Context: an optimization exercise on an open-source flow, tuned for small area, a short achievable clock period and few clock cycles. The choices shown serve that exercise and are no tape-out recipe. Only simulation tests tie the RTL to the original design; equivalence was not proved. No activity file was given, so power comes from the tool's default toggle rates.

$ cat design/flow/design.v
`resetall
`timescale 1ns/10ps
module address_decoder(clk_i, rst_ni,paddr_i,
			Address_sel_Mat_A,Address_sel_Mat_B,Address_sel_control_reg,Address_sel_SP,Address_sel_flags_reg);
input clk_i, rst_ni;
input [2:0] paddr_i;
output reg  Address_sel_Mat_A,Address_sel_Mat_B,Address_sel_control_reg,Address_sel_SP,Address_sel_flags_reg;
always @(*) begin 
	if(!rst_ni) begin 
		Address_sel_Mat_A       =	0;
		Address_sel_Mat_B       =	0;
		Address_sel_control_reg       =	0;
		Address_sel_flags_reg	=0;
		Address_sel_SP	=	0;
	end else begin 
		if(paddr_i[0] && !paddr_i[1] && !paddr_i[2]) begin 
			Address_sel_Mat_A       =	1;
			Address_sel_Mat_B       =	0;
			Address_sel_control_reg =	0;
			Address_sel_flags_reg	= 0;
			Address_sel_SP	=	0;
		end
		else if(!paddr_i[0] && paddr_i[1] && !paddr_i[2]) begin						
			Address_sel_Mat_B      =	1;		
			Address_sel_Mat_A      =	0;
			Address_sel_control_reg       =	0;
			Address_sel_flags_reg	= 0;
			Address_sel_SP	=	0;
		end
		else if(!paddr_i[0] && !paddr_i[1] && !paddr_i[2] ) begin
			Address_sel_control_reg       =	1;
			Address_sel_Mat_A       =	0;
			Address_sel_Mat_B       =	0;
			Address_sel_flags_reg	= 0;
	        Address_sel_SP	=	0;
		end	
		else if(paddr_i[0] && paddr_i[1] && !paddr_i[2]) begin
			Address_sel_Mat_A       =	0;
			Address_sel_Mat_B       =	0;
			Address_sel_control_reg       =	0;
			Address_sel_flags_reg	=1;
			Address_sel_SP	=	0;
		end
		else if(paddr_i[2] ) begin
			Address_sel_Mat_A       =	0;
			Address_sel_Mat_B       =	0;
			Address_sel_control_reg       =	0;
			Address_sel_flags_reg	= 0;
			Address_sel_SP	=	1;
		end
		else begin 
		Address_sel_Mat_A      =	0;
		Address_sel_Mat_B       =	0;
		Address_sel_control_reg    =	0;
		Address_sel_flags_reg	= 0;
		Address_sel_SP	=	0;
		end
	end
end
endmodule
`resetall
`timescale 1ns/10ps
module control_reg(clk_i,rst_ni,done,ena_write_control_reg,start_bit,mode_bit,write_target,read_target,dataflow_type,dimension_n,dimension_k
					,dimension_m,reload_operand_a,reload_operand_b,control_register);
  input clk_i;      
  input rst_ni;
  input done;
  input ena_write_control_reg;  
  input start_bit;
  input mode_bit;
  input [1:0] write_target;
  input [1:0] read_target;
  input [1:0] dataflow_type;
  input [1:0] dimension_n;
  input [1:0] dimension_k;
  input [1:0] dimension_m;
  input reload_operand_a;
  input reload_operand_b;
  output wire [15:0] control_register;   
  reg [15:0] data_reg;
  always @(posedge clk_i ) begin
    if (!rst_ni) begin
		data_reg  <= 0;
    end 
	else if (ena_write_control_reg) begin
		data_reg [0]  <= done ? 0:start_bit;
		data_reg [1]  <= mode_bit;
		data_reg [3:2] <= write_target;
		data_reg [5:4] <= read_target;
		data_reg [7:6] <= dataflow_type;
		data_reg [9:8] <= dimension_n;  
		data_reg [11:10] <= dimension_k;  
		data_reg [13:12] <= dimension_m;  
		data_reg [14] <= reload_operand_a;  
		data_reg [15] <= reload_operand_b;  
    end
  end
  assign control_register = data_reg;
endmodule
module scratchpad#(parameter BUS_WIDTH = 16,parameter DATA_WIDTH = 8,parameter SP_NTARGETS = 2)  
			(clk_i, rst_ni,write_target,ena_write,address_i_for_op_c,sub_address_i,address_i,
			Data_i, Data_o,Mat_o);
	localparam MAX_DIM = BUS_WIDTH/DATA_WIDTH;
	input wire [BUS_WIDTH*MAX_DIM**2-1:0] Data_i;
	input wire [1:0]  write_target;
	input wire [1:0]  address_i;
	input wire [1:0]  address_i_for_op_c;
	input wire [2*$clog2(MAX_DIM)-1:0] sub_address_i;
	input wire clk_i, rst_ni,ena_write;
	output wire [BUS_WIDTH*MAX_DIM**2-1:0] Mat_o;
	output reg[BUS_WIDTH-1:0] Data_o;
	reg [BUS_WIDTH - 1:0] scratchpad_reg [SP_NTARGETS-1:0][MAX_DIM**2-1:0];
	integer i;
	wire [BUS_WIDTH-1:0] zeros = 0;
	genvar num_mat;
	generate for(num_mat = 0 ; num_mat < SP_NTARGETS ; num_mat = num_mat + 1) begin : write_block
		genvar num_element;
		for(num_element = 0; num_element < MAX_DIM**2 ; num_element = 	num_element + 1) begin : write_element
			always @(posedge clk_i) begin
				if(!rst_ni) begin 
					scratchpad_reg[num_mat][num_element]  <= zeros;
				end 
				else  if(ena_write && num_mat[1:0] == write_target[1:0]) begin 		 
					scratchpad_reg[num_mat][num_element]  <= Data_i[(num_element+1)*BUS_WIDTH - 1:num_element*BUS_WIDTH];
				end
			end
		end
	end
	endgenerate
	always @(*) begin 
		Data_o	= scratchpad_reg[address_i][sub_address_i];
	end
	genvar j;
	generate for(j=0;j<MAX_DIM**2;j=j+1) begin : read_mat_block
		assign Mat_o[BUS_WIDTH*(j+1)-1:BUS_WIDTH*j] = scratchpad_reg[address_i_for_op_c][j];
	end
	endgenerate
endmodule
`resetall
`timescale 1ns/10ps
module pe#(parameter DATA_WIDTH = 32,parameter BUS_WIDTH = 64)(
	up_i, left_i, clk_i, rst_ni,start_bit, down_o, right_o, c_i, res_o, overflow_o,start_bit_o,mode_bit,done,counter);
	localparam MAX_DIM  = BUS_WIDTH/DATA_WIDTH;
	input signed  [DATA_WIDTH-1:0] up_i, left_i;
	input signed  [BUS_WIDTH-1:0] c_i;
	output reg signed [DATA_WIDTH-1:0] down_o, right_o;
	input wire clk_i, rst_ni,start_bit,mode_bit;
	output reg start_bit_o;
	output reg overflow_o;
	output reg signed [BUS_WIDTH -1:0] res_o;
	output reg  done;
	output reg   [$clog2(3*MAX_DIM-2) -1:0] counter;
	reg  signed [BUS_WIDTH-1:0] res_temp;
	reg signed [BUS_WIDTH-1:0] A_mul_B;
	reg  signed [DATA_WIDTH-1:0] A_prev;
	reg  signed [DATA_WIDTH-1:0] B_prev;
	wire signed [BUS_WIDTH-1:0] acc_a = (counter == 0) ? (mode_bit ? c_i : {BUS_WIDTH{1'b0}}) : res_temp;
	wire signed [BUS_WIDTH-1:0] acc_sum = acc_a + A_mul_B;
	wire acc_ovf = (acc_a[BUS_WIDTH-1] == A_mul_B[BUS_WIDTH-1]) && (acc_sum[BUS_WIDTH-1] != acc_a[BUS_WIDTH-1]);
	always @(posedge clk_i) begin
	if(!rst_ni || !start_bit) begin
		down_o <= 0;
		right_o <= 0;
		overflow_o <= 0;
		start_bit_o <= 0;
		counter <=0;
		done <= 0;
		res_temp <= 0;
		A_prev <= 0;
        B_prev	<= 0;
		A_mul_B <= 0;
	end
	else if (start_bit ) begin
			A_prev <= left_i;
			B_prev	<= up_i;
			res_temp <= acc_sum;
			A_mul_B[BUS_WIDTH-1:0] <= up_i*left_i;
		if(acc_ovf) begin 
			overflow_o <= 1;
		end
		else  begin 
			overflow_o <= overflow_o ;
		end
		right_o <= left_i;
		down_o <= up_i;
		start_bit_o <= start_bit;
		if(counter[$clog2(3*MAX_DIM-2) -1:0] == 2*MAX_DIM-2) begin  
			done<=1;
		end
		else begin 
			done <= 0;
		end
		counter <= counter + 1;
		res_o <= res_temp[BUS_WIDTH -1:0];
	end
	end
endmodule
`resetall
`timescale 1ns/10ps
module matmul_calculator#(parameter BUS_WIDTH = 16,parameter DATA_WIDTH = 8)(
	 clk_i, rst_ni, A, B, C, M, flags,start_bit,mode_bit,done,counter); 
	localparam MAX_DIM  = BUS_WIDTH/DATA_WIDTH; 
	input wire [BUS_WIDTH-1:0] A, B;
	input wire [BUS_WIDTH*MAX_DIM*MAX_DIM-1:0]  C;
	output wire [BUS_WIDTH*MAX_DIM*MAX_DIM-1:0]  M;
	input wire clk_i, rst_ni,start_bit,mode_bit;
	output wire [MAX_DIM*MAX_DIM-1:0] flags;
	output wire done;
	output wire   [$clog2(3*MAX_DIM-2) -1:0] counter;
	wire [DATA_WIDTH-1:0] A_internal [MAX_DIM*MAX_DIM - 1:0] ;
	wire [DATA_WIDTH-1:0] B_internal [MAX_DIM*MAX_DIM - 1:0] ;
	wire [0:0] done_internal[MAX_DIM*MAX_DIM - 1:0], start_bit_internal[MAX_DIM*MAX_DIM - 1:0] ;
	wire [$clog2(3*MAX_DIM-2) -1:0] counter_i [MAX_DIM*MAX_DIM - 1:0] ;
	genvar row;
	generate for(row=0; row<MAX_DIM;row = row + 1) begin: GEN_DIM_X
		genvar col;
		for(col=0; col<MAX_DIM;col = col + 1) begin: GEN_DIM_Y
				wire signed [DATA_WIDTH-1:0] A_in	;
				wire signed [DATA_WIDTH-1:0] B_in	;
				wire start_bit_i ;
				if (row == 0 && col == 0) begin 
					assign A_in = A[DATA_WIDTH-1:0];
					assign B_in = B[DATA_WIDTH-1:0];
					assign start_bit_i = start_bit;
				end	
				else if (row == 0) begin 
					assign A_in = A_internal[col - 1];
					assign B_in = B[(col + 1 )*DATA_WIDTH-1:( col )*DATA_WIDTH];
					assign start_bit_i = start_bit_internal[col-1];
				end	
				else if (col == 0 ) begin 
					assign A_in = A[(row + 1 )*DATA_WIDTH-1:(row)*DATA_WIDTH];
					assign B_in = B_internal[(row-1)*MAX_DIM];
					assign start_bit_i = start_bit_internal[(row-1)*MAX_DIM];
				end	
				else  begin 
					assign A_in = A_internal[row*MAX_DIM + col - 1];
				    assign B_in = B_internal[(row-1)*MAX_DIM + col];
					assign start_bit_i = start_bit_internal[(row-1)*MAX_DIM + col];
				end	
				assign done = done_internal[MAX_DIM**2-1];
				assign counter = counter_i[0];
				pe #(.DATA_WIDTH(DATA_WIDTH),.BUS_WIDTH(BUS_WIDTH)) pe_generate_0_j (
						.up_i(B_in),
						.left_i(A_in),
						.c_i(C[(row*MAX_DIM+col+1)*BUS_WIDTH-1:(row*MAX_DIM+col)*BUS_WIDTH]),
						.clk_i(clk_i),
						.rst_ni(rst_ni),
						.down_o(B_internal[row*MAX_DIM + col]),
						.right_o(A_internal[row*MAX_DIM + col]),
						.res_o(M[(row*MAX_DIM + col+1)*BUS_WIDTH-1:(row*MAX_DIM + col)*BUS_WIDTH]),
						.overflow_o(flags[(row*MAX_DIM + col + 1 )-1:(row*MAX_DIM + col )]),
						.start_bit(start_bit_i),
						.mode_bit(mode_bit),
						.start_bit_o(start_bit_internal[(row)*MAX_DIM+col]),
						.done(done_internal[row*MAX_DIM + col])	,
						.counter(counter_i[row*MAX_DIM+col])
			    	);
		end
	end endgenerate
endmodule
`resetall
`timescale 1ns/10ps
module operand_register_a#(parameter BUS_WIDTH = 16,parameter DATA_WIDTH = 8)(
	clk_i, rst_ni,start_bit, pwdata_i,counter, addr_Mat_i,write_en_Mat_i, pstrb_i, read_data_Mat_o,addr_rd_i,buff,reload_op,n,k);
localparam MAX_DIM  = BUS_WIDTH/DATA_WIDTH;		
input wire clk_i;          
input wire rst_ni;
input wire start_bit;
input wire reload_op;            
input wire [BUS_WIDTH-1:0] pwdata_i;  
input wire [$clog2(3*MAX_DIM-2) -1:0] counter;  
input wire [$clog2(MAX_DIM)-1:0] addr_Mat_i;   
input wire [$clog2(MAX_DIM)-1:0] addr_rd_i;   
input wire [2-1:0] n,k;   
input wire write_en_Mat_i;               
input wire [MAX_DIM-1:0] pstrb_i;  
output reg [BUS_WIDTH-1:0] read_data_Mat_o;  
output reg [BUS_WIDTH-1:0] buff;  
wire [DATA_WIDTH-1:0] zeros = 0;
reg [DATA_WIDTH-1:0] matrix_Mat [0:MAX_DIM-1][0:MAX_DIM-1];
reg [DATA_WIDTH-1:0] write_data_Mat [0:MAX_DIM-1];
genvar r;
generate for(r=0;r<MAX_DIM;r=r+1) begin : generate_buffer_mult
	always @(posedge clk_i) begin 
		if(!rst_ni) begin
			buff[(r+1)*DATA_WIDTH-1:r*DATA_WIDTH] <= zeros;
		end
		else if(start_bit) begin 
			if( counter - r[$clog2(3*MAX_DIM-2) -1:0] < MAX_DIM) begin
				if(r[1:0] <= n && (counter[1:0] - r[1:0] ) <= k) begin 
					buff[(r+1)*DATA_WIDTH-1:r*DATA_WIDTH] <= matrix_Mat[r][counter-r];
				end 
				else begin 
					buff[(r+1)*DATA_WIDTH-1:r*DATA_WIDTH] <= zeros;
				end
			end
			else begin 
				buff[(r+1)*DATA_WIDTH-1:r*DATA_WIDTH] <= zeros;
			end
		end
	end
end
endgenerate
genvar c;
generate
    for (c = 0; c < MAX_DIM; c = c + 1) begin: generate_vaild_word
        always @(*) begin
			if(pstrb_i[c]) begin 
				if(c>k) begin 
					write_data_Mat[c] <= 0;
				end
				else begin
					write_data_Mat[c] <= pwdata_i[(c+1)*DATA_WIDTH-1:c*DATA_WIDTH];
				end
			end 
			else begin 
				write_data_Mat[c] <= matrix_Mat[addr_Mat_i][c];
			end
        end
    end
endgenerate
genvar u;
generate for(u = 0; u < MAX_DIM; u = u + 1) begin: generate_write_mat_row
	genvar j;
	for (j = 0; j < MAX_DIM; j = j + 1) begin: generate_write_mat_col
		always @(posedge clk_i ) begin
			if (!rst_ni) begin
				matrix_Mat[u][j] <= 0;
			end
			else if(write_en_Mat_i && u[$clog2(MAX_DIM)-1:0] == addr_Mat_i) begin
					if(u > n) begin 
						matrix_Mat[u][j] <= 0;
					end
					else begin 				
						matrix_Mat[u][j]	<=	write_data_Mat[j];
					end
			end
			else if(u > n || j > k) begin 
				matrix_Mat[u][j] <= 0;
			end
		end
	end
  end
  endgenerate
genvar w;
generate for(w=0;w<MAX_DIM;w=w+1) begin :generate_read_mat
  always @(*) begin
  	if (!rst_ni) begin
		read_data_Mat_o[(w+1)*DATA_WIDTH - 1:w*DATA_WIDTH] <= 0;
	end 
	else begin			
		read_data_Mat_o[(w+1)*DATA_WIDTH - 1:w*DATA_WIDTH] <= matrix_Mat[addr_rd_i][w];
	end
  end
 end
 endgenerate
endmodule
`resetall
`timescale 1ns/10ps
module operand_register_b#(parameter BUS_WIDTH = 16,parameter DATA_WIDTH = 8)(
	clk_i, rst_ni,start_bit, pwdata_i,counter, addr_Mat_i,write_en_Mat_i, pstrb_i, read_data_Mat_o,addr_rd_i,buff,reload_op,k,m);
localparam MAX_DIM  = BUS_WIDTH/DATA_WIDTH;		
input wire clk_i;          
input wire rst_ni;
input wire start_bit; 
input wire reload_op;                   
input wire [BUS_WIDTH-1:0] pwdata_i;  
input wire [$clog2(3*MAX_DIM-2) -1:0] counter;  
input wire [$clog2(MAX_DIM)-1:0] addr_Mat_i;   
input wire [$clog2(MAX_DIM)-1:0] addr_rd_i;   
input wire [2-1:0] k,m;   
input wire write_en_Mat_i;               
input wire [MAX_DIM-1:0] pstrb_i;  
output reg [BUS_WIDTH-1:0] read_data_Mat_o;  
output reg [BUS_WIDTH-1:0] buff;  
wire [DATA_WIDTH-1:0] zeros = 0;
reg [DATA_WIDTH-1:0] matrix_Mat [0:MAX_DIM-1][0:MAX_DIM-1];
reg [DATA_WIDTH-1:0] write_data_Mat [0:MAX_DIM-1];
genvar r;
generate for(r=0;r<MAX_DIM;r=r+1) begin  : generate_buffer_mult
	always @(posedge clk_i) begin 
		if(!rst_ni) begin
			buff[(r+1)*DATA_WIDTH-1:r*DATA_WIDTH] <= zeros;
		end
		else if(start_bit) begin 
			if(counter - r[$clog2(3*MAX_DIM-2) -1:0] < MAX_DIM) begin
				if(counter[1:0] - r[1:0] <= k && r[1:0] <= m) begin 
					buff[(r+1)*DATA_WIDTH-1:r*DATA_WIDTH] <= matrix_Mat[counter-r][r];
				end 
				else begin
					buff[(r+1)*DATA_WIDTH-1:r*DATA_WIDTH] <= zeros;
				end
			end
			else begin 
				buff[(r+1)*DATA_WIDTH-1:r*DATA_WIDTH] <= zeros;
			end
		end
	end
end
endgenerate
genvar c;
generate
    for (c = 0; c < MAX_DIM; c = c + 1) begin: generate_vaild_word
        always @(*) begin
		if(pstrb_i[c]) begin 
				if(c>m) begin 
					write_data_Mat[c] = 0;
				end
				else begin
					write_data_Mat[c] = pwdata_i[(c+1)*DATA_WIDTH-1:c*DATA_WIDTH];
				end
			end 
			else begin 
				write_data_Mat[c] = matrix_Mat[addr_Mat_i][c];
			end
        end
    end
endgenerate
genvar u;
generate for(u = 0; u < MAX_DIM; u = u + 1) begin: generate_write_mat_row
	genvar j;
	for (j = 0; j < MAX_DIM; j = j + 1) begin: generate_write_mat_col
		always @(posedge clk_i ) begin
			if (!rst_ni) begin
				matrix_Mat[u][j] <= 0;
			end
			else if(write_en_Mat_i && u[$clog2(MAX_DIM)-1:0] == addr_Mat_i) begin
					if(u > k) begin 
						matrix_Mat[u][j] <= 0;
					end
					else begin 				
						matrix_Mat[u][j]	<=	write_data_Mat[j];
					end
			end
			else if(u>k || j>m) begin 
				matrix_Mat[u][j] <= 0;
			end
		end
	end
  end
  endgenerate
genvar w;
generate for(w=0;w<MAX_DIM;w=w+1) begin :generate_read_mat
  always @(*) begin
  	if (!rst_ni) begin
		read_data_Mat_o[(w+1)*DATA_WIDTH - 1:w*DATA_WIDTH] <= 0;
	end 
	else begin			
		read_data_Mat_o[(w+1)*DATA_WIDTH - 1:w*DATA_WIDTH] <= matrix_Mat[addr_rd_i][w];
	end
  end
 end
 endgenerate
endmodule
`resetall
`timescale 1ns/10ps
module matmul#(parameter BUS_WIDTH = 16,parameter DATA_WIDTH = 4,parameter ADDR_WIDTH = 32,parameter SP_NTARGETS = 4)(clk_i, rst_ni, psel_i, penable_i,
			pwrite_i, pstrb_i, pwdata_i, paddr_i,
			pready_o, pslverr_o, prdata_o, busy_o, done_o);
    localparam MAX_DIM  = BUS_WIDTH/DATA_WIDTH;			
	input clk_i, rst_ni, psel_i, penable_i, pwrite_i;	
	input [MAX_DIM-1:0] pstrb_i;
	input [BUS_WIDTH-1:0] pwdata_i;
	input [ADDR_WIDTH-1:0] paddr_i;
	output reg  pready_o, pslverr_o;
	output reg [BUS_WIDTH-1:0] prdata_o;
	output wire busy_o,done_o;
	wire [BUS_WIDTH-1:0] read_data_Mat_A,read_data_Mat_B,read_data_SP;
	reg [BUS_WIDTH-1:0] write_data_Mat_A,write_data_Mat_B;
	reg [MAX_DIM-1:0] write_strb;  
	reg [15:0] write_data_control;
	wire [BUS_WIDTH-1:0] buffer_Mat_A,buffer_Mat_B;
	reg [BUS_WIDTH-1:0] prdata_mux;
	wire [MAX_DIM**2 - 1:0] flags_i;
	reg [MAX_DIM**2 - 1:0] flags_reg;
	wire [15:0] control_register;
	wire [BUS_WIDTH*MAX_DIM**2 - 1:0] MAT_RES,operand_C_i;
	reg [BUS_WIDTH*MAX_DIM**2 - 1:0] operand_C_o;
	wire [1:0] n;
	wire [1:0] k;
	wire [1:0] m;
	wire done;
	wire   [$clog2(3*MAX_DIM-2) -1:0] counter;
	reg [0:0] state;
	reg busy_signal,start_bit ;
	reg [5+$clog2(MAX_DIM)-1:5] sub_addressing_operand ;
	reg [5+2*$clog2(MAX_DIM)-1:5] sub_addressing_sp ;
	wire  Address_sel_Mat_A,Address_sel_Mat_B,Address_sel_control_reg,Address_sel_SP,Address_sel_flags_reg;
	reg  write_ena_Mat_A,write_ena_Mat_B,write_ena_control_reg;
	wire [1:0] write_target_sp,read_target_sp;
	assign write_target_sp = control_register[3:2];
	assign read_target_sp = write_ena_control_reg ? write_data_control[5:4] : control_register[5:4];
	  operand_register_a #(
		.DATA_WIDTH(DATA_WIDTH),
		.BUS_WIDTH(BUS_WIDTH)
	  ) operand_A_inst (
		.clk_i(clk_i),
		.rst_ni(rst_ni),
		.start_bit(control_register [0]),
		.reload_op(control_register[14]),
		.pwdata_i(write_data_Mat_A),
		.read_data_Mat_o(read_data_Mat_A),
		.addr_rd_i(paddr_i[5+$clog2(MAX_DIM)-1:5]),
		.buff(buffer_Mat_A),
		.addr_Mat_i(sub_addressing_operand),
		.write_en_Mat_i(write_ena_Mat_A),
		.pstrb_i(write_strb),
		.counter(counter),
		.n(n),
		.k(k)
	  );
	  operand_register_b #(
		.DATA_WIDTH(DATA_WIDTH),
		.BUS_WIDTH(BUS_WIDTH)
	  ) operand_B_inst (
		.clk_i(clk_i),
		.rst_ni(rst_ni),
		.start_bit(control_register [0]),
		.reload_op(control_register[15]),
		.pwdata_i(write_data_Mat_B),
		.read_data_Mat_o(read_data_Mat_B),
		.addr_rd_i(paddr_i[5+$clog2(MAX_DIM)-1:5]),
		.buff(buffer_Mat_B),
		.addr_Mat_i(sub_addressing_operand),
		.write_en_Mat_i(write_ena_Mat_B),
		.pstrb_i(write_strb),
		.counter(counter),
		.k(k),
		.m(m)
	  );
	control_reg control_register_module (        
		.clk_i(clk_i),
		.rst_ni(rst_ni),
		.done(done),
		.ena_write_control_reg(write_ena_control_reg||done),
		.start_bit(start_bit),
		.mode_bit(write_data_control[1]),
		.write_target(write_data_control[3:2]),
        .read_target(write_data_control[5:4]),
		.dataflow_type(write_data_control[7:6]),
		.dimension_n(write_data_control[9:8]),
		.dimension_k(write_data_control[11:10]),
		.dimension_m(write_data_control[13:12]),
		.reload_operand_a(write_data_control[14]),
		.reload_operand_b(write_data_control[15]),
		.control_register(control_register)
		);
	address_decoder  address_decoder_inst (
		.clk_i(clk_i),
		.rst_ni(rst_ni),
		.paddr_i(paddr_i[4:2]),
		.Address_sel_Mat_A(Address_sel_Mat_A),
		.Address_sel_Mat_B(Address_sel_Mat_B),
		.Address_sel_control_reg(Address_sel_control_reg),
		.Address_sel_SP(Address_sel_SP),
		.Address_sel_flags_reg(Address_sel_flags_reg)
	  );
	scratchpad#(.BUS_WIDTH(BUS_WIDTH),.DATA_WIDTH(DATA_WIDTH),.SP_NTARGETS(SP_NTARGETS)) scratchpad_inst
			(.clk_i(clk_i), 
			 .rst_ni(rst_ni),
			 .write_target(write_target_sp),
			 .address_i(paddr_i[3:2]),
			 .address_i_for_op_c(read_target_sp),
			 .ena_write(busy_signal && control_register[0]),
			 .sub_address_i(sub_addressing_sp),
			 .Data_i(MAT_RES),
 			 .Data_o(read_data_SP),
			 .Mat_o(operand_C_i));
    matmul_calculator#(.DATA_WIDTH(DATA_WIDTH),.BUS_WIDTH(BUS_WIDTH)) matmul_calculator_by_systolic_array (
        .A(buffer_Mat_A),
		.B(buffer_Mat_B),
		.C(operand_C_o),
		.clk_i(clk_i),
		.rst_ni(rst_ni),
		.start_bit(control_register [0]),
		.mode_bit(control_register[1]),
		.flags(flags_i),
        .M(MAT_RES),
		.done(done),
		.counter(counter)
    );
assign n = control_register[9:8];
assign k = control_register[11:10];
assign m = control_register[13:12]; 
 always	@(*) begin : mux_for_pdata_o
	if(!rst_ni) begin 
		prdata_mux <= 0;
	end
	else begin 
		if(Address_sel_Mat_A) begin 
			prdata_mux<=read_data_Mat_A;
		end 
		else if(Address_sel_Mat_B) begin 
			prdata_mux<=read_data_Mat_B;
		end
		else if(Address_sel_control_reg) begin 
			prdata_mux<=control_register;
		end
		else if(Address_sel_SP) begin 
			prdata_mux	<=	read_data_SP;
		end
		else if(Address_sel_flags_reg) begin 
			prdata_mux	<=	flags_reg;
		end
		else begin 
			prdata_mux <= 0;
		end
	end
end
always @(posedge clk_i) begin 
	if(!rst_ni) begin 
		operand_C_o <= 0;
	end
	else if(!control_register[0]) begin  
		operand_C_o <= operand_C_i;
	end
	else begin 
		operand_C_o <= operand_C_o;
	end
end
 always @(posedge clk_i)
 begin
   if(!rst_ni)
     begin
		state <= 1'b0;  
		prdata_o <= 0;
		pready_o <=0;
		busy_signal	<=	0;
		pslverr_o	<= 1'b0;	
		write_ena_control_reg <= 0;	
		write_ena_Mat_B <= 0;
		write_ena_Mat_A <= 0;
		start_bit <= 0;
		flags_reg <= 0;
     end
   else
     begin
		case (state)
		1'b0: begin 
			prdata_o <= 0;
			busy_signal <= done ? 0:busy_signal;
			start_bit <= done ?   0:start_bit;
			write_ena_control_reg <= 0;
			write_ena_Mat_A <= 0;
			write_ena_Mat_B <= 0;
			if(psel_i) begin
				pready_o <= 1'b1;
				state <= 1'b1;
				sub_addressing_sp <= paddr_i[5+2*$clog2(MAX_DIM)-1:5];
			end
			else begin
				pready_o	<= 1'b0;
				state <= 1'b0;
			end								
		end
		1'b1: begin
			if(psel_i) begin 
				pready_o <= 1'b1;
				state <= 1'b1;
				sub_addressing_sp <= paddr_i[5+2*$clog2(MAX_DIM)-1:5];
			end
			else begin 
				state <= 1'b0;
				pready_o <= 1'b0;
			end
			if(psel_i&&penable_i) begin 
				prdata_o <= prdata_mux;
				if(pwrite_i) begin
					busy_signal <= done ? 0:busy_signal;
					if(busy_signal || pstrb_i == 0) begin 
						pslverr_o	<= 1'b1;
					end
					else if(!paddr_i[2] && !paddr_i[3] && !paddr_i[4]) begin 
						write_data_control[15:1] <= pwdata_i[15:1];
						start_bit <= pwdata_i[0];
						write_data_control[0] <= pwdata_i[0];
						busy_signal <= pwdata_i[0];
						write_ena_control_reg <= 1;
						write_ena_Mat_A <= 0;
						write_ena_Mat_B <= 0;
					end
					else if(paddr_i[2] && !paddr_i[3] && !paddr_i[4]) begin 
						write_data_Mat_A <= pwdata_i;
						write_ena_Mat_A <= 1;
						write_strb <= pstrb_i;
						write_ena_Mat_B <= 0;
						write_ena_control_reg <= 0;
						sub_addressing_operand <= paddr_i[5+$clog2(MAX_DIM)-1:5];
					end
					else if(!paddr_i[2] && paddr_i[3] && !paddr_i[4]) begin 
						write_data_Mat_B <= pwdata_i;
						write_ena_Mat_B <= 1;
						write_strb <= pstrb_i;
						write_ena_Mat_A <= 0;
						write_ena_control_reg <= 0;
						sub_addressing_operand <= paddr_i[5+$clog2(MAX_DIM)-1:5];
					end
					else begin 
						write_ena_control_reg <= 0;
						write_ena_Mat_A <= 0;
						write_ena_Mat_B <= 0;
					end
				end
				else begin 
					busy_signal <= done ? 0:busy_signal;
					start_bit <= done ? 0:start_bit;
				end
			end
			else begin 
				busy_signal <= done ? 0:busy_signal;
				start_bit <= done ? 0:start_bit;	
			end
		end	
		default: begin
			state = 1'b0;
		end
		endcase
		flags_reg  <= done? flags_i:flags_reg;
	end
end
assign  busy_o = busy_signal;
assign done_o = done;
endmodule
$ cat design/flow/run.sh
#!/bin/bash
# synth_recipe.tcl (not shown) runs the flow's synth.tcl, then flattens the netlist and writes it again
# the make line also repeats each setting of config.mk as NAME=value (left out here)
make -C /OpenROAD-flow-scripts/flow DESIGN_CONFIG=/design/flow/config.mk WORK_HOME=/design/flow/orfs CLKGATE_MAP_FILE= SYNTH_SCRIPT=/design/flow/synth_recipe.tcl finish
$ cat design/flow/config.mk
export PLATFORM = sky130hd
export DESIGN_NAME = matmul
export DESIGN_NICKNAME = matmul
export VERILOG_FILES = /design/flow/design.v
export SDC_FILE = /design/flow/constraint.sdc
export NUM_CORES = 4
export LEC_CHECK = 0
export CAP_MARGIN = 20
export CORE_MARGIN = 2
export CORE_UTILIZATION = 40
export SLEW_MARGIN = 20
$ cat design/flow/constraint.sdc
create_clock -name core_clock -period 5.0 [get_ports {clk_i}]
set_input_delay 1.0000 -clock core_clock [delete_from_list [all_inputs] [get_ports {clk_i}]]
set_output_delay 1.0000 -clock core_clock [all_outputs]
set_load 0.01 [all_outputs]
==> impl_results.md <==
- Chip height: 547 um
- Cell with the most instances after synthesis: nand2_1
- Largest net degree at the start of global routing: 197
- Area growth, synth to finish: 12.8%
- Worst setup SP type: flip-flop
- Synth area leaders: dfxtp_1 (35%), nand2_1 (9.8%), edfxtp_1 (8.0%)
- Placed Area: 0.124 mm2
- Simple-gate share of the synthesized area: 0.176
- Fraction of layout cells with a size suffix above 1: 0.0966
- Initial DRC count: 13500
- Critical path's slowest cell: nand2_1
- GPL Wtd Cong: 1.07
- Hold Crit Class: flip-flop to flip-flop
- Post-synth EDFFs: 313
- Switching Share: 0.226
- Leakage power: 49.6 nW
- Worst vdd ir: 392 uV
- Area occupied by multi-input gates: 0.0630 mm2
- Initial Utilization: 0.402
- Tmin final: 4.30 ns
- Setup Crit Path Kind: flip-flop to flip-flop
- Slew @ Worst Pin: 1.20 ns
- Post-route ant nets: 0
- Nets@finish: 13300
- Sequential share of power: 0.472
- Global-route wire length before repair: 721000 um
- Worst-case reg-to-reg path depth: 13
- Power Density: 307 mW/mm2
- FMAX: 233 MHz
- Max incr delay on CP: 0.65 ns
- # setup viols final: 0
- Synth Instances: 12800
- Worst endpoint data arrival time: 5.14 ns
- RSZ-0062 raised after global routing: false
- Commonest register cell after synthesis: dfxtp_1
- Design Power: 40.9 mW
- Synth Area in Compound Gates: 0.191
- Power Internal: 31.6 mW
- Final hold vios: 0
- Final WL: 520000 um
- Die width: 547 um
- Fin. max-slew vios: 0
- Worst EP required: 5.84 ns
- Number of global-route vias before repair: 92800
- Multiplexer area fraction after synthesis: 0.0656
- Post-DR vias/cell: 6.03
- Clock share of power: 0.511
- Synthesis Warnings: 13
- Initial DRT Pass Iterations: 8
- Placement Rows: 199
- Sw power: 9.24 mW
- CTS tree: built
- Area leader, netlist: dfxtp_1
- Post-CTS setup buffer count: 0
- Placed cells: 16300
- Syn avg cell area: 9.22 um2
- Crit-path cells: inv_1 > ha_1 > nand2_1 > o21ai_0 > ha_1 > a211oi_1 > nor2_1 > o31a_1 > a211o_1 > o41ai_1 > o21a_1 > a31oi_1 > a21oi_1
- Cell Count, Final, Fillers Out: 16800
- Top-Level Pins: 77
- Layout fillers: 28100
- Seq. cell area: 0.0507 mm2
- Tot GR Track Use: 0.335
- Largest family of logic cells by synthesized area: compound AO/OA/AOI/OAI gates
- Core Area: 0.294 mm2
- Unique masters post-synth: 90
- CTS resizes: 0
- Max Fanout on Critical Path: 14
- Most frequent CP cell: ha_1
- Worst relative slew slack: 0.198
- Gate power share: 0.017
- Setup TNS: 0 ns
- CP Capture Type: flip-flop
- Syn_nets: 13500
- Post-route cell area: 0.133 mm2
- Adder-Cell Fraction of Synth Area: 0.0783
- Worst Skew: 0.0528 ns
- Final HPWL DP: 385000 um
- Worst Path Buf+Inv: 1
- H-tree levels: 5
- Port bufs: 51
- Most common library cells after synthesis: nand2_1 (3078), dfxtp_1 (2062), a21boi_0 (1062)
- Mapped cell area: 0.118 mm2
- Hold path depth: 0
- Die area: 0.299 mm2
- Vias post-DR: 102000
- Initial antenna violation count: 31
- FF+latch count, synth: 2375
- Post-cts hold buffer count: 0
- Num CTS Buffers: 274
- Sequential fraction of the synthesis area: 0.430
- Ys async rst share: 0
- Clock Root Buffer: clkbuf_16
- Global route overflow: 0
- Synth Area in XOR/XNOR: 0.0217
- Max-Cap Viols: 0
- Clock Pin Slew Worst Setup and Hold Paths: 0.06 ns
- Avg WL per Cell: 30.9 um
- Flop2flop setup slack: 0.70 ns
- CTS sink cnt: 2375
- Period Utilization, post-route: 0.860
- Clock latency (worst-skew pair): 0.94 ns
- Status: timing/DRC/antenna clean
- Post-synth top area share: 0.350
- DRC viols: 0
- Clk buf depth: 4
- Top delay family on crit path: compound AO/OA/AOI/OAI gates
power groups by stage:
stage	Clock [mW]	Sequential, mW	Combinational [mW]
2_1_floorplan	0	19.7	0.362
6_report	20.9	19.3	0.686
4_1_cts	21.0	19.3	0.653
5_1_grt	21.8	19.3	0.686
3_5_place_dp	0	19.7	0.651
3_3_place_gp	0	19.7	0.653
routing by layer:
metal / part of all wire / track usage / wire [um] / vias to the layer above
li1: - / - / - / 44700
met1: 0.40 / 0.439 / 207000 / 49700
met2: 0.42 / 0.492 / 219000 / 5698
met3: 0.095 / 0.0684 / 49400 / 1416
met4: 0.085 / 0.238 / 44400 / 14
met5: 0.00019 / 0.00807 / 98 / -
final cells by class:
cell class	count	area share
diodes	41	0.000771
clock buffers	397	0.0608
clock inverters	104	0.00855
inverters	339	0.00963
multi-input cells	9250	0.473
flip-flops and latches	2375	0.381
well taps	3919	0.0369
repair buffers	406	0.0289
placed cells by master (no fill, tap or decap), drive strengths merged, types with 313 or more instances in the layout:
cell and instances:
inv 354, nand2 3078, ha 482, nor2 596, o21ai 497, edfxtp 313
a22oi 526, clkbuf 397, mux4 320, buf 358, a21boi 1069, dfxtp 2062
worst max-delay path by stage:
stage / endpoint / depth (start not counted) / slack (ns)
detailed placement: prdata_o[8]$_SDFFE_PN0P_ / 11 / 0.44
global placement: prdata_o[8]$_SDFFE_PN0P_ / 11 / 0.47
floorplan: flip-flop / 16 / 1.24
finish: flip-flop / 13 / 0.70
CTS: flip-flop / 13 / 0.85
global route: flip-flop / 13 / 0.51
metrics by stage:
| step | hold slack [ns] | worst slack, ns | util |
|---|---|---|---|
| after global routing | 0.412 | 0.508 | 0.453 |
| after global placement | 0.409 | 0.471 | 0.421 |
| after detailed placement | 0.412 | 0.438 | 0.421 |
| final | 0.411 | 0.700 | 0.453 |
| after floorplan | 0.408 | 1.24 | - |
| after CTS | 0.408 | 0.853 | 0.453 |
worst register-to-register path: stages, from the launching register on:
cell and delay (ns):
dfxtp_1 0.37, inv_1 0.06, ha_1 0.19, nand2_1 0.65, o21ai_0 0.30, ha_1 0.35, a211oi_1 0.26, nor2_1 0.13
o31a_1 0.43, a211o_1 0.42, o41ai_1 0.51, o21a_1 0.27, a31oi_1 0.09, a21oi_1 0.20
logic make-up (layout without fill, tap and decap cells):
group	after synthesis	in the layout
AO/OA/AOI/OAI	3149	3149
XOR/XNOR	291	291
adder cells (fa/ha/maj)	642	642
buffers and inverters	1164	1246
flip-flops	2375	2375
multiplexers	371	371
other	0	41
AND/OR/NAND/NOR	4797	4797
Testbench counts, summed over its fixed seeds: cycles 21,309.

-- re-timing with driven ports --
The flow's constraints put no driver on any port. The routed layout listed below was extracted and timed again, unchanged, in two steps. Step 1: set_driving_cell puts a clkbuf_16 on clk_i and a buf_2 on each other input, an assumption about the parent block. Step 2, shift: input delay + t, output delay - t, t = (earliest + latest rising clock arrival at the registers) / 2. This alone moves slack from input paths to output paths. Three values: ideal ports, drivers, drivers and shift; two values: the first two.
shift t [ns]: 1.023
slack for setup (ns): 0.700 / 0.700 / 0.065
worst hold slack (ns): 0.411 / 0.411 / 0.411
After both steps setup and hold are still met in this run. For this run, drivers alone change the setup slack by 0.000 ns; drivers and shift together by -0.635 ns.
